Context: an optimization exercise on an open-source flow, tuned for small area and a short achievable clock period. The choices shown serve that exercise and are no tape-out recipe. Function was not checked in any run shown here: the RTL went through the layout flow alone. No activity file was given, so power comes from the tool's default toggle rates.

### design.v
module mac(
  input clk,
  input rst,
  input signed [7:0] in_a,
  input signed [7:0] in_b,
  output logic signed [15:0] out);
  logic rst_q;
  logic [15:0] reg_c;
  logic [15:0] sum_a, sum_b;
  logic q_pp0_0, q_s85, q_s87, q_s89, q_s91, q_c66, q_s67, q_c92, q_c68, q_s69, q_c70, q_s71, q_c72, q_s73, q_c74, q_s75, q_c76, q_s77, q_c78, q_s79, q_c80, q_s81, q_c82, q_s83, q_pp7_7, q_c84;
  wire pp0_0, pp0_1, pp0_2, pp0_3, pp0_4, pp0_5, pp0_6, pp0_7, pp1_0, pp1_1,
       pp1_2, pp1_3, pp1_4, pp1_5, pp1_6, pp1_7, pp2_0, pp2_1, pp2_2, pp2_3,
       pp2_4, pp2_5, pp2_6, pp2_7, pp3_0, pp3_1, pp3_2, pp3_3, pp3_4, pp3_5,
       pp3_6, pp3_7, pp4_0, pp4_1, pp4_2, pp4_3, pp4_4, pp4_5, pp4_6, pp4_7,
       pp5_0, pp5_1, pp5_2, pp5_3, pp5_4, pp5_5, pp5_6, pp5_7, pp6_0, pp6_1,
       pp6_2, pp6_3, pp6_4, pp6_5, pp6_6, pp6_7, pp7_0, pp7_1, pp7_2, pp7_3,
       pp7_4, pp7_5, pp7_6, pp7_7, s1, c2, s3, c4, s5, c6,
       s7, c8, s9, c10, s11, c12, s13, c14, s15, c16,
       s17, c18, s19, c20, s21, c22, s23, c24, s25, c26,
       s27, c28, s29, c30, s31, c32, s33, c34, s35, c36,
       s37, c38, s39, c40, s41, c42, s43, c44, s45, c46,
       s47, c48, s49, c50, s51, c52, s53, c54, s55, c56,
       s57, c58, s59, c60, s61, c62, s63, c64, s65, c66,
       s67, c68, s69, c70, s71, c72, s73, c74, s75, c76,
       s77, c78, s79, c80, s81, c82, s83, c84, s85, c86,
       s87, c88, s89, c90, s91, c92, s93, c94, s95, c96,
       s97, c98, s99, c100, s101, c102, s103, c104, s105, c106,
       s107, c108, s109, c110, s111, c112;
  assign pp0_0 = in_a[0] & in_b[0];
  assign pp0_1 = in_a[0] & in_b[1];
  assign pp0_2 = in_a[0] & in_b[2];
  assign pp0_3 = in_a[0] & in_b[3];
  assign pp0_4 = in_a[0] & in_b[4];
  assign pp0_5 = in_a[0] & in_b[5];
  assign pp0_6 = in_a[0] & in_b[6];
  assign pp0_7 = in_a[0] & in_b[7];
  assign pp1_0 = in_a[1] & in_b[0];
  assign pp1_1 = in_a[1] & in_b[1];
  assign pp1_2 = in_a[1] & in_b[2];
  assign pp1_3 = in_a[1] & in_b[3];
  assign pp1_4 = in_a[1] & in_b[4];
  assign pp1_5 = in_a[1] & in_b[5];
  assign pp1_6 = in_a[1] & in_b[6];
  assign pp1_7 = in_a[1] & in_b[7];
  assign pp2_0 = in_a[2] & in_b[0];
  assign pp2_1 = in_a[2] & in_b[1];
  assign pp2_2 = in_a[2] & in_b[2];
  assign pp2_3 = in_a[2] & in_b[3];
  assign pp2_4 = in_a[2] & in_b[4];
  assign pp2_5 = in_a[2] & in_b[5];
  assign pp2_6 = in_a[2] & in_b[6];
  assign pp2_7 = in_a[2] & in_b[7];
  assign pp3_0 = in_a[3] & in_b[0];
  assign pp3_1 = in_a[3] & in_b[1];
  assign pp3_2 = in_a[3] & in_b[2];
  assign pp3_3 = in_a[3] & in_b[3];
  assign pp3_4 = in_a[3] & in_b[4];
  assign pp3_5 = in_a[3] & in_b[5];
  assign pp3_6 = in_a[3] & in_b[6];
  assign pp3_7 = in_a[3] & in_b[7];
  assign pp4_0 = in_a[4] & in_b[0];
  assign pp4_1 = in_a[4] & in_b[1];
  assign pp4_2 = in_a[4] & in_b[2];
  assign pp4_3 = in_a[4] & in_b[3];
  assign pp4_4 = in_a[4] & in_b[4];
  assign pp4_5 = in_a[4] & in_b[5];
  assign pp4_6 = in_a[4] & in_b[6];
  assign pp4_7 = in_a[4] & in_b[7];
  assign pp5_0 = in_a[5] & in_b[0];
  assign pp5_1 = in_a[5] & in_b[1];
  assign pp5_2 = in_a[5] & in_b[2];
  assign pp5_3 = in_a[5] & in_b[3];
  assign pp5_4 = in_a[5] & in_b[4];
  assign pp5_5 = in_a[5] & in_b[5];
  assign pp5_6 = in_a[5] & in_b[6];
  assign pp5_7 = in_a[5] & in_b[7];
  assign pp6_0 = in_a[6] & in_b[0];
  assign pp6_1 = in_a[6] & in_b[1];
  assign pp6_2 = in_a[6] & in_b[2];
  assign pp6_3 = in_a[6] & in_b[3];
  assign pp6_4 = in_a[6] & in_b[4];
  assign pp6_5 = in_a[6] & in_b[5];
  assign pp6_6 = in_a[6] & in_b[6];
  assign pp6_7 = in_a[6] & in_b[7];
  assign pp7_0 = in_a[7] & in_b[0];
  assign pp7_1 = in_a[7] & in_b[1];
  assign pp7_2 = in_a[7] & in_b[2];
  assign pp7_3 = in_a[7] & in_b[3];
  assign pp7_4 = in_a[7] & in_b[4];
  assign pp7_5 = in_a[7] & in_b[5];
  assign pp7_6 = in_a[7] & in_b[6];
  assign pp7_7 = in_a[7] & in_b[7];
  assign s1 = pp0_6 ^ pp1_5;
  assign c2 = pp0_6 & pp1_5;
  assign s3 = pp0_7 ^ pp1_6 ^ pp2_5;
  assign c4 = (pp0_7 & pp1_6) | (pp0_7 & pp2_5) | (pp1_6 & pp2_5);
  assign s5 = pp3_4 ^ pp4_3;
  assign c6 = pp3_4 & pp4_3;
  assign s7 = pp1_7 ^ pp2_6 ^ pp3_5;
  assign c8 = (pp1_7 & pp2_6) | (pp1_7 & pp3_5) | (pp2_6 & pp3_5);
  assign s9 = pp4_4 ^ pp5_3;
  assign c10 = pp4_4 & pp5_3;
  assign s11 = pp2_7 ^ pp3_6 ^ pp4_5;
  assign c12 = (pp2_7 & pp3_6) | (pp2_7 & pp4_5) | (pp3_6 & pp4_5);
  assign s13 = pp0_4 ^ pp1_3;
  assign c14 = pp0_4 & pp1_3;
  assign s15 = pp0_5 ^ pp1_4 ^ pp2_3;
  assign c16 = (pp0_5 & pp1_4) | (pp0_5 & pp2_3) | (pp1_4 & pp2_3);
  assign s17 = pp3_2 ^ pp4_1;
  assign c18 = pp3_2 & pp4_1;
  assign s19 = pp2_4 ^ pp3_3 ^ pp4_2;
  assign c20 = (pp2_4 & pp3_3) | (pp2_4 & pp4_2) | (pp3_3 & pp4_2);
  assign s21 = pp5_1 ^ pp6_0 ^ s1;
  assign c22 = (pp5_1 & pp6_0) | (pp5_1 & s1) | (pp6_0 & s1);
  assign s23 = pp5_2 ^ pp6_1 ^ pp7_0;
  assign c24 = (pp5_2 & pp6_1) | (pp5_2 & pp7_0) | (pp6_1 & pp7_0);
  assign s25 = c2 ^ s3 ^ s5;
  assign c26 = (c2 & s3) | (c2 & s5) | (s3 & s5);
  assign s27 = pp6_2 ^ pp7_1 ^ c4;
  assign c28 = (pp6_2 & pp7_1) | (pp6_2 & c4) | (pp7_1 & c4);
  assign s29 = c6 ^ s7 ^ s9;
  assign c30 = (c6 & s7) | (c6 & s9) | (s7 & s9);
  assign s31 = pp5_4 ^ pp6_3 ^ pp7_2;
  assign c32 = (pp5_4 & pp6_3) | (pp5_4 & pp7_2) | (pp6_3 & pp7_2);
  assign s33 = c8 ^ c10 ^ s11;
  assign c34 = (c8 & c10) | (c8 & s11) | (c10 & s11);
  assign s35 = pp3_7 ^ pp4_6 ^ pp5_5;
  assign c36 = (pp3_7 & pp4_6) | (pp3_7 & pp5_5) | (pp4_6 & pp5_5);
  assign s37 = pp6_4 ^ pp7_3 ^ c12;
  assign c38 = (pp6_4 & pp7_3) | (pp6_4 & c12) | (pp7_3 & c12);
  assign s39 = pp4_7 ^ pp5_6 ^ pp6_5;
  assign c40 = (pp4_7 & pp5_6) | (pp4_7 & pp6_5) | (pp5_6 & pp6_5);
  assign s41 = pp0_3 ^ pp1_2;
  assign c42 = pp0_3 & pp1_2;
  assign s43 = pp2_2 ^ pp3_1 ^ pp4_0;
  assign c44 = (pp2_2 & pp3_1) | (pp2_2 & pp4_0) | (pp3_1 & pp4_0);
  assign s45 = pp5_0 ^ c14 ^ s15;
  assign c46 = (pp5_0 & c14) | (pp5_0 & s15) | (c14 & s15);
  assign s47 = c16 ^ c18 ^ s19;
  assign c48 = (c16 & c18) | (c16 & s19) | (c18 & s19);
  assign s49 = c20 ^ c22 ^ s23;
  assign c50 = (c20 & c22) | (c20 & s23) | (c22 & s23);
  assign s51 = c24 ^ c26 ^ s27;
  assign c52 = (c24 & c26) | (c24 & s27) | (c26 & s27);
  assign s53 = c28 ^ c30 ^ s31;
  assign c54 = (c28 & c30) | (c28 & s31) | (c30 & s31);
  assign s55 = c32 ^ c34 ^ s35;
  assign c56 = (c32 & c34) | (c32 & s35) | (c34 & s35);
  assign s57 = pp7_4 ^ c36 ^ c38;
  assign c58 = (pp7_4 & c36) | (pp7_4 & c38) | (c36 & c38);
  assign s59 = pp5_7 ^ pp6_6 ^ pp7_5;
  assign c60 = (pp5_7 & pp6_6) | (pp5_7 & pp7_5) | (pp6_6 & pp7_5);
  assign s61 = pp0_2 ^ pp1_1;
  assign c62 = pp0_2 & pp1_1;
  assign s63 = pp2_1 ^ pp3_0 ^ s41;
  assign c64 = (pp2_1 & pp3_0) | (pp2_1 & s41) | (pp3_0 & s41);
  assign s65 = s13 ^ c42 ^ s43;
  assign c66 = (s13 & c42) | (s13 & s43) | (c42 & s43);
  assign s67 = s17 ^ c44 ^ s45;
  assign c68 = (s17 & c44) | (s17 & s45) | (c44 & s45);
  assign s69 = s21 ^ c46 ^ s47;
  assign c70 = (s21 & c46) | (s21 & s47) | (c46 & s47);
  assign s71 = s25 ^ c48 ^ s49;
  assign c72 = (s25 & c48) | (s25 & s49) | (c48 & s49);
  assign s73 = s29 ^ c50 ^ s51;
  assign c74 = (s29 & c50) | (s29 & s51) | (c50 & s51);
  assign s75 = s33 ^ c52 ^ s53;
  assign c76 = (s33 & c52) | (s33 & s53) | (c52 & s53);
  assign s77 = s37 ^ c54 ^ s55;
  assign c78 = (s37 & c54) | (s37 & s55) | (c54 & s55);
  assign s79 = s39 ^ c56 ^ s57;
  assign c80 = (s39 & c56) | (s39 & s57) | (c56 & s57);
  assign s81 = c40 ^ c58 ^ s59;
  assign c82 = (c40 & c58) | (c40 & s59) | (c58 & s59);
  assign s83 = pp6_7 ^ pp7_6 ^ c60;
  assign c84 = (pp6_7 & pp7_6) | (pp6_7 & c60) | (pp7_6 & c60);
  assign s85 = pp0_1 ^ pp1_0;
  assign c86 = pp0_1 & pp1_0;
  assign s87 = pp2_0 ^ s61 ^ c86;
  assign c88 = (pp2_0 & s61) | (pp2_0 & c86) | (s61 & c86);
  assign s89 = c62 ^ s63 ^ c88;
  assign c90 = (c62 & s63) | (c62 & c88) | (s63 & c88);
  assign s91 = c64 ^ s65 ^ c90;
  assign c92 = (c64 & s65) | (c64 & c90) | (s65 & c90);
  assign s93 = reg_c[5] ^ q_c66 ^ q_s67;
  assign c94 = (reg_c[5] & q_c66) | (reg_c[5] & q_s67) | (q_c66 & q_s67);
  assign s95 = reg_c[6] ^ q_c68 ^ q_s69;
  assign c96 = (reg_c[6] & q_c68) | (reg_c[6] & q_s69) | (q_c68 & q_s69);
  assign s97 = reg_c[7] ^ q_c70 ^ q_s71;
  assign c98 = (reg_c[7] & q_c70) | (reg_c[7] & q_s71) | (q_c70 & q_s71);
  assign s99 = reg_c[8] ^ q_c72 ^ q_s73;
  assign c100 = (reg_c[8] & q_c72) | (reg_c[8] & q_s73) | (q_c72 & q_s73);
  assign s101 = reg_c[9] ^ q_c74 ^ q_s75;
  assign c102 = (reg_c[9] & q_c74) | (reg_c[9] & q_s75) | (q_c74 & q_s75);
  assign s103 = reg_c[10] ^ q_c76 ^ q_s77;
  assign c104 = (reg_c[10] & q_c76) | (reg_c[10] & q_s77) | (q_c76 & q_s77);
  assign s105 = reg_c[11] ^ q_c78 ^ q_s79;
  assign c106 = (reg_c[11] & q_c78) | (reg_c[11] & q_s79) | (q_c78 & q_s79);
  assign s107 = reg_c[12] ^ q_c80 ^ q_s81;
  assign c108 = (reg_c[12] & q_c80) | (reg_c[12] & q_s81) | (q_c80 & q_s81);
  assign s109 = reg_c[13] ^ q_c82 ^ q_s83;
  assign c110 = (reg_c[13] & q_c82) | (reg_c[13] & q_s83) | (q_c82 & q_s83);
  assign s111 = reg_c[14] ^ q_pp7_7 ^ q_c84;
  assign c112 = (reg_c[14] & q_pp7_7) | (reg_c[14] & q_c84) | (q_pp7_7 & q_c84);
  assign sum_a = {reg_c[15], s111, s109, s107, s105, s103, s101, s99, s97, s95, s93, reg_c[4], reg_c[3], reg_c[2], reg_c[1], reg_c[0]};
  assign sum_b = {c112, c110, c108, c106, c104, c102, c100, c98, c96, c94, q_c92, q_s91, q_s89, q_s87, q_s85, q_pp0_0};
  always @(posedge clk) begin
    q_pp0_0 <= pp0_0;
    q_s85 <= s85;
    q_s87 <= s87;
    q_s89 <= s89;
    q_s91 <= s91;
    q_c66 <= c66;
    q_s67 <= s67;
    q_c92 <= c92;
    q_c68 <= c68;
    q_s69 <= s69;
    q_c70 <= c70;
    q_s71 <= s71;
    q_c72 <= c72;
    q_s73 <= s73;
    q_c74 <= c74;
    q_s75 <= s75;
    q_c76 <= c76;
    q_s77 <= s77;
    q_c78 <= c78;
    q_s79 <= s79;
    q_c80 <= c80;
    q_s81 <= s81;
    q_c82 <= c82;
    q_s83 <= s83;
    q_pp7_7 <= pp7_7;
    q_c84 <= c84;
    rst_q <= rst;
    if (rst || rst_q)
      reg_c <= 16'h0000;
    else
      reg_c <= sum_a + sum_b;
  end
  assign out = reg_c;
endmodule
### flow/run.sh
#!/bin/bash
# Standard layout flow with two changes: Yosys's synth runs with -noabc, so
# the full adders written in the RTL reach extract_fa without the inverters
# abc -fast would add, CTS adds no dummy loads, and the port buffers are plain buf_1 cells (repair
# still upsizes them where timing needs it). Each tool's output is logged.
set -e
bash standard.sh SYNTH_ARGS=-noabc "BUFFER_PORTS_ARGS=-buffer_cell sky130_fd_sc_hd__buf_1" "CTS_ARGS=-sink_clustering_enable -repair_clock_nets -dont_use_dummy_load" finish > standard.log 2>&1
### standard.sh
#!/bin/bash
# synth_recipe.tcl (not shown) runs the flow's synth.tcl, then flattens the netlist and writes it again
# the make line also repeats each setting of config.mk as NAME=value (left out here)
make -C /OpenROAD-flow-scripts/flow DESIGN_CONFIG=/design/flow/config.mk WORK_HOME=/design/flow/orfs CLKGATE_MAP_FILE= SYNTH_SCRIPT=/design/flow/synth_recipe.tcl "${@:-finish}"
### config.mk
export PLATFORM = sky130hd
export DESIGN_NAME = mac
export DESIGN_NICKNAME = mac
export VERILOG_FILES = /design/flow/design.v
export SDC_FILE = /design/flow/constraint.sdc
export NUM_CORES = 4
export LEC_CHECK = 0
export CAP_MARGIN = 20
export CORE_MARGIN = 2
export CORE_UTILIZATION = 40
export SETUP_SLACK_MARGIN = 1.4
export SLEW_MARGIN = 20
### constraint.sdc
create_clock -name core_clock -period 4.2 [get_ports {clk}]
set_input_delay 0.8400 -clock core_clock [delete_from_list [all_inputs] [get_ports {clk}]]
set_output_delay 0.8400 -clock core_clock [all_outputs]
set_load 0.01 [all_outputs]
==> results.cfg, run 1 <==
[place]
dp.cells = 407
portBuffers = 33
dp_hpwl_mm = 5.36
preCtsSetupSlack_ns = 1.00
routabilityCongestion = 0.884

[outcome]
outcome = timing/DRC/antenna clean

[cts]
clock_sinks = 43
htreeDepth = 2
clockBufferDepth = 2
cts_tree = done
path_clk_slew_ns = 0.07
numCtsBuffers = 5
cts-root-buf = clkbuf_8
insertion_delay_ns = 0.29

[finish]
final_cells = 413
insertedDiodeCount = 0
final_nets = 403
fillers = 750
drive_gt1_frac = 0.154
multi_input_area_sq_um = 2360
largest_reg_flops = 16
area_growth_syn_to_layout_pct = 11.6
seq_area_sq_um = 861
regMostFlops = reg_c

[drt]
drcViolationCount = 0
wirelength_mm = 6.36
postRouteAntennaNets = 0
viasPerCell = 4.99
routedWlPerCell_microns = 15.4
first_iter_violations = 46
firstDrtPassIters = 4
vias = 2059

[synth]
synth_area_leader_cell = fa_1
synthArstFlopShare = 0
ys.warnings.count = 1
syn-cell-area_sq_um = 3220
netlist_instances = 275
yosysTopAreaCellShare = 0.304
synth_fp_nets = 365
seq_area_frac_synth = 0.267
synth_edf_count = 0
ys_top_cells_by_count = and2_1 (66), fa_1 (49), dfxtp_1 (43)
netlist_top_cells_area = fa_1 (30%), dfxtp_1 (27%), and2_1 (13%)
synth_seq_cells = 43
synth_most_common_cell = and2_1
syn_avg_cell_area_sq_um = 11.7
synth.distinct_cells = 45
synth_ff_type = dfxtp_1

[floorplanning]
io_pins = 34
die_h_microns = 93.8
die_area_sq_um = 8790
die_x_microns = 93.8
core_sq_um = 7770
floorplan.initialDensity = 0.415
num_rows = 32

[pwr]
intPower_mw = 1.17
p_comb_frac = 0.603
p_leak_nw = 1.56
p_sw_mw = 0.912
seqPwrFrac = 0.285
power.total_mw = 2.08
irDropWorstVdd_uv = 193
clkPwrFrac = 0.112
swShare = 0.439
p_per_area_nw_per_um2 = 578

[min_path]
hp-class = reg2reg
hold_path_depth = 2
worstHoldEndpoint = reg_c[11]
hold_start = rst_q

[setup_path]
cpMostUsedCell = fa_1
crit_chain = buf_8 > and2_4 > fa_1 > fa_2 > fa_1 > fa_1
rr_worst_depth = 7
crit_slowest_cell = fa_1
critPathKind = in2reg
end_kind = flop
timing.rr.start = reg_c[8]
crit_required_ns = 4.37
start_kind = input port
r2r-end = reg_c[15]
r2r_setup_slack_ns = 1.92
cp_max_fo = 7
cpPeakStageDelay_ns = 0.50
worstPathArrival_ns = 2.96

[timing]
fin_skew_ns = 0.0132
finalCritPeriodShare = 0.664
drv_slew = 0
setup_ws_ns = 1.41
slew_headroom = 0.750
holdWs_ns = 0.541
finalSetupTns_ns = 0
fmax_ghz = 0.359
min_period_ns = 2.79
setup_viol = 0
finalHoldViolCount = 0
worst_pin_slew_ns = 0.374
rsz0062_at_grt = yes

[global_routing]
grt_usage = 0.161
grt_antenna_before_repair = 0
grt_pass1_vias = 2192
grt_pass1_wl_mm = 10.9
grt_max_degree = 14
grt_overflow = 0

[job]
maxCapViolCount = 0
==> placed cells by master (no fill, tap or decap), types with 3 or more instances in the layout <==
cell type  count
clkbuf_8       5
nor2_1        10
a21o_1         3
ha_1          23
fa_1          42
xnor2_1        3
buf_6          4
buf_1         25
fa_2           7
a21oi_1       11
and2_4         5
dfxtp_1       43
and2_1        61
nand4_1        5
o21ai_0        3
nand3_1        3
nand2_1        8
xor2_1         6
a21o_2         5
==> power groups by stage <==
stage               logic, mW  registers, mW  clock network (mW)
finish                   1.25          0.592               0.233
global route             1.41          0.607               0.258
CTS                      1.25          0.595               0.242
detailed placement       1.25          0.605                   0
global placement         1.23          0.602                   0
floorplan                1.01          0.603                   0
==> worst max-delay path: cells and delay by family <==
| family | cells | cell delay [ns] |
|---|---|---|
| fa+ha+maj | 4 | 1.86 |
| buf+inv | 1 | 0.11 |
| simple gates | 1 | 0.15 |
==> repair_timing <==
item                       in CTS  in global routing
gates resized for setup         6                 24
setup endpoints to repair       4                  4
setup buffers                   0                  1
hold buffers                    0                  0
pin swaps                       0                  5
==> worst max-delay path by stage <==
stage,from,endpoint,slack (ns),cells past startpoint
2_1_floorplan,in_a[2],q_s77,1.33,5
3_3_place_gp,in_b[7],q_s75,1.06,6
3_5_place_dp,in_b[5],q_s73,1.00,6
4_1_cts,in_a[0],q_s73,1.40,6
5_1_grt,in_b[5],q_s77,1.39,6
6_report,in_b[5],q_s77,1.41,6
==> area by class of cell <==
| cell class | count | area share |
|---|---|---|
| timing repair buffer | 34 | 0.0497 |
| clock buffer | 5 | 0.0191 |
| multi-input combinational | 228 | 0.655 |
| inverter | 1 | 0.00104 |
| sequential | 43 | 0.239 |
| tap | 102 | 0.0355 |
==> per-stage QoR <==
step                       util  area, sq um
after global placement    0.446         3470
after detailed placement  0.446         3470
after global routing      0.463         3600
final                     0.463         3600
after floorplan               -         3250
after CTS                 0.456         3540
==> cells by family (layout without fill, tap and decap cells) <==
family,count (synthesis),in the layout,synth area share
compound gates,44,44,0.111
mux,1,1,0.00311
buf+inv,4,40,0.0105
simple gates,102,102,0.190
xor+xnor,9,9,0.0245
fa+ha+maj,72,72,0.394
flops,43,43,0.267
==> per-layer routing <==
metal	wire (microns)	vias to the layer above	share of wire	track usage
met4	73	0	0.011	0.0399
met5	0	-	0	0
met1	3130	1013	0.49	0.228
met2	3000	33	0.47	0.261
met3	149	5	0.023	0.0201
li1	-	1008	-	-
==> inputs of run 2 (changes only) <==
--- a/config.mk
+++ b/config.mk
@@ -5,6 +5,7 @@
 export SDC_FILE = /design/flow/constraint.sdc
 export NUM_CORES = 4
 export LEC_CHECK = 0
+export ABC_AREA = 1
 export CAP_MARGIN = 20
 export CORE_MARGIN = 2
 export CORE_UTILIZATION = 40
==> run 2 against run 1 <==
Against the previous run: critical endpoint is now q_s75; clock skew down 0.0016 ns; still clean on timing, DRC and antenna; clock power is 3% higher; maximum frequency is 1.1% higher; non-clock buffer count shrank 1; final area rose by 5.8%; via count up 23%; first-iteration DRC count rose by 22%; count of clock-buffer cells in the layout is the same; highest routed layer unchanged; hold slack improved by 0.034 ns; synthesized cell count rose by 60%; setup slack gained 0.029 ns; synthesized area up 7.5%.
==> results.cfg, run 2 <==
[outcome]
outcome = timing/DRC/antenna clean

[cts]
cts-root-buf = clkbuf_8
cts_tree = done
insertion_delay_ns = 0.30
path_clk_slew_ns = 0.08
numCtsBuffers = 5
clockBufferDepth = 2
clock_sinks = 43
htreeDepth = 2

[timing]
finalHoldViolCount = 0
slew_headroom = 0.561
fmax_ghz = 0.362
holdWs_ns = 0.576
rsz0062_at_grt = no
min_period_ns = 2.76
drv_slew = 0
worst_pin_slew_ns = 0.658
fin_skew_ns = 0.0116
finalCritPeriodShare = 0.657
setup_viol = 0
finalSetupTns_ns = 0

[synth]
synth_most_common_cell = nand2_1
yosysTopAreaCellShare = 0.283
synthArstFlopShare = 0
syn_avg_cell_area_sq_um = 7.86
ys.warnings.count = 1
synth_top_family_by_area = adder cells
yosys.area_share.simple = 0.218
synth_mux_area_frac = 0
seq_area_frac_synth = 0.248
synth_area_leader_cell = fa_1
synth_ff_type = dfxtp_1
synth_fa_ha_area_frac = 0.366
netlist_top_cells_area = fa_1 (28%), dfxtp_1 (25%), nand2_1 (15%)
synth-compound-area-share = 0.0336
synth_edf_count = 0
ys_top_cells_by_count = nand2_1 (136), inv_1 (100), fa_1 (49)
syn-cell-area_sq_um = 3460
netlist_instances = 441
synth_xor_area_frac = 0.00253
synth_fp_nets = 531
synth_seq_cells = 43
synth.distinct_cells = 21

[drt]
first_iter_violations = 56
routedWlPerCell_microns = 12.2
postRouteAntennaNets = 0
vias = 2526
drcViolationCount = 0
firstDrtPassIters = 4
viasPerCell = 4.46
wirelength_mm = 6.94

[floorplanning]
core_sq_um = 8300
io_pins = 34
num_rows = 33
die_x_microns = 97.1
die_area_sq_um = 9420
floorplan.initialDensity = 0.417
die_h_microns = 97.1

[finish]
fillers = 851
stdcell_area_sq_um = 3810
regMostFlops = reg_c
largest_reg_flops = 16
final_util = 0.459
drive_gt1_frac = 0.110
final_cell_mix = nand2_1 (133), inv_1 (96), dfxtp_1 (43)
area_growth_syn_to_layout_pct = 9.90
final_nets = 554
final_common_cell = nand2_1
insertedDiodeCount = 0

[global_routing]
grt_max_degree = 16
grt_overflow = 0
grt_usage = 0.161
grt_pass1_wl_mm = 12.4
grt_antenna_before_repair = 0
grt_pass1_vias = 2668

[place]
portBuffers = 33
dp_hpwl_mm = 5.92
routabilityCongestion = 0.836
placed_area_sq_um = 3680

[setup_path]
cpMostUsedCell = fa_2
critPathKind = in2reg
end_kind = flop
cpPeakStageDelay_ns = 0.61
crit_chain = buf_6 > nand2_2 > inv_2 > fa_2 > fa_2 > fa_2 > fa_2
cp_max_fo = 8
worstPathArrival_ns = 2.94
start_kind = input port
crit_required_ns = 4.38
crit_slowest_cell = fa_2

[pwr]
p_leak_nw = 2.24
irDropWorstVdd_uv = 174
p_per_area_nw_per_um2 = 572

[min_path]
hp-class = reg2reg

[job]
maxCapViolCount = 0
==> run 2: cell types whose count changed after synthesis, sizes merged, moves of 3 or more <==
cell | before | now
nand2 | 8 | 142
xor2 | 6 | 0
a21oi | 13 | 16
a211oi | 3 | 0
inv | 1 | 102
nor2 | 10 | 27
nand4 | 5 | 0
and2 | 67 | 1
nand3 | 3 | 8
a21o | 8 | 0
clkbuf | 0 | 15
==> run 2: logic make-up after synthesis <==
group,after synthesis
and+or+nand+nor,185
AOI/OAI and AO/OA,21
adders and majority gates,72
DFF,43
xor gates and xnor gates,1
buffers and inverters,119
==> run 2: where the power goes <==
part | switching (mW) | internal (mW) | leakage (nW) | total [mW]
combinational | 0.847 | 0.491 | 1.85 | 1.34
clock | 0.132 | 0.107 | 0.0359 | 0.239
sequential | 0.0767 | 0.526 | 0.357 | 0.602
==> run 2: layer usage <==
metal  vias to the layer above  global-route usage  share of wire
li1                       1305                   -              -
met1                      1179               0.210           0.47
met2                        32               0.280           0.49
met3                        10              0.0158          0.021
met4                         0              0.0531          0.017
met5                         -                   0              0
==> run 2: critical path, delay by kind of cell <==
kind / cells / cell delay (ns)
buffers and inverters: 2 / 0.15
and+or+nand+nor: 1 / 0.06
adders and majority gates: 4 / 1.88
==> run 2: cell type report <==
class                      count  area [sq um]  area share
sequential                    43           861       0.226
tap                          105           131      0.0345
clock buffer                   5          68.8      0.0181
inverter                     102           383       0.101
multi-input combinational    279          2190       0.575
timing repair buffer          33           173      0.0454
==> run 2: timing repair <==
item	CTS	global route
hold buffers	0	0
endpoints found under the setup margin	6	4
gates resized for setup	8	26
pin swaps	0	4
buffers inserted	0	0
==> run 2: metrics by stage <==
step           setup WS (ns)  total power [mW]  std cells
6_report                1.44              2.18        567
5_1_grt                 1.40              2.44        567
4_1_cts                 1.40              2.20        567
3_5_place_dp           0.922              1.95        562
3_3_place_gp            1.02              1.90        562
2_1_floorplan           1.26              1.64        441
==> run 2: final timing paths <==
path / from / cells past startpoint / slack, ns / to
max: in_a[1] / 7 / 1.44 / q_s75
min: q_pp0_0 / 3 / 0.58 / reg_c[0]
max reg2reg: reg_c[11] / 9 / 2.19 / reg_c[12]
min reg2reg: q_pp0_0 / 3 / 0.58 / reg_c[0]

[static timing again, ports no longer ideal]
The flow's constraints put no driver on any port. The routed layouts listed below were extracted and timed again, unchanged, in two steps.
Step 1 assumes that a clkbuf_16 drives the clock port and a buf_2 every other input.
Step 2 times the ports against the registers' clock, not the clock port: input delays grow and output delays shrink by t, the midpoint of the rising clock arrivals with the driver on.
Three values: no drivers, after step 1, after step 2; two values: the first two.
run | t (ns) | setup WS [ns] | worst hold slack (ns)
run 1 | 0.311 | 1.411 / 1.399 / 1.087 | 0.541 / 0.541 / 0.541
run 2 | 0.322 | 1.440 / 1.435 / 1.113 | 0.576 / 0.576 / 0.576
After both steps setup and hold are still met in every run listed. The setup slack of run 2, which loses most, moves by -0.005 ns with the drivers and by -0.327 ns with both steps.
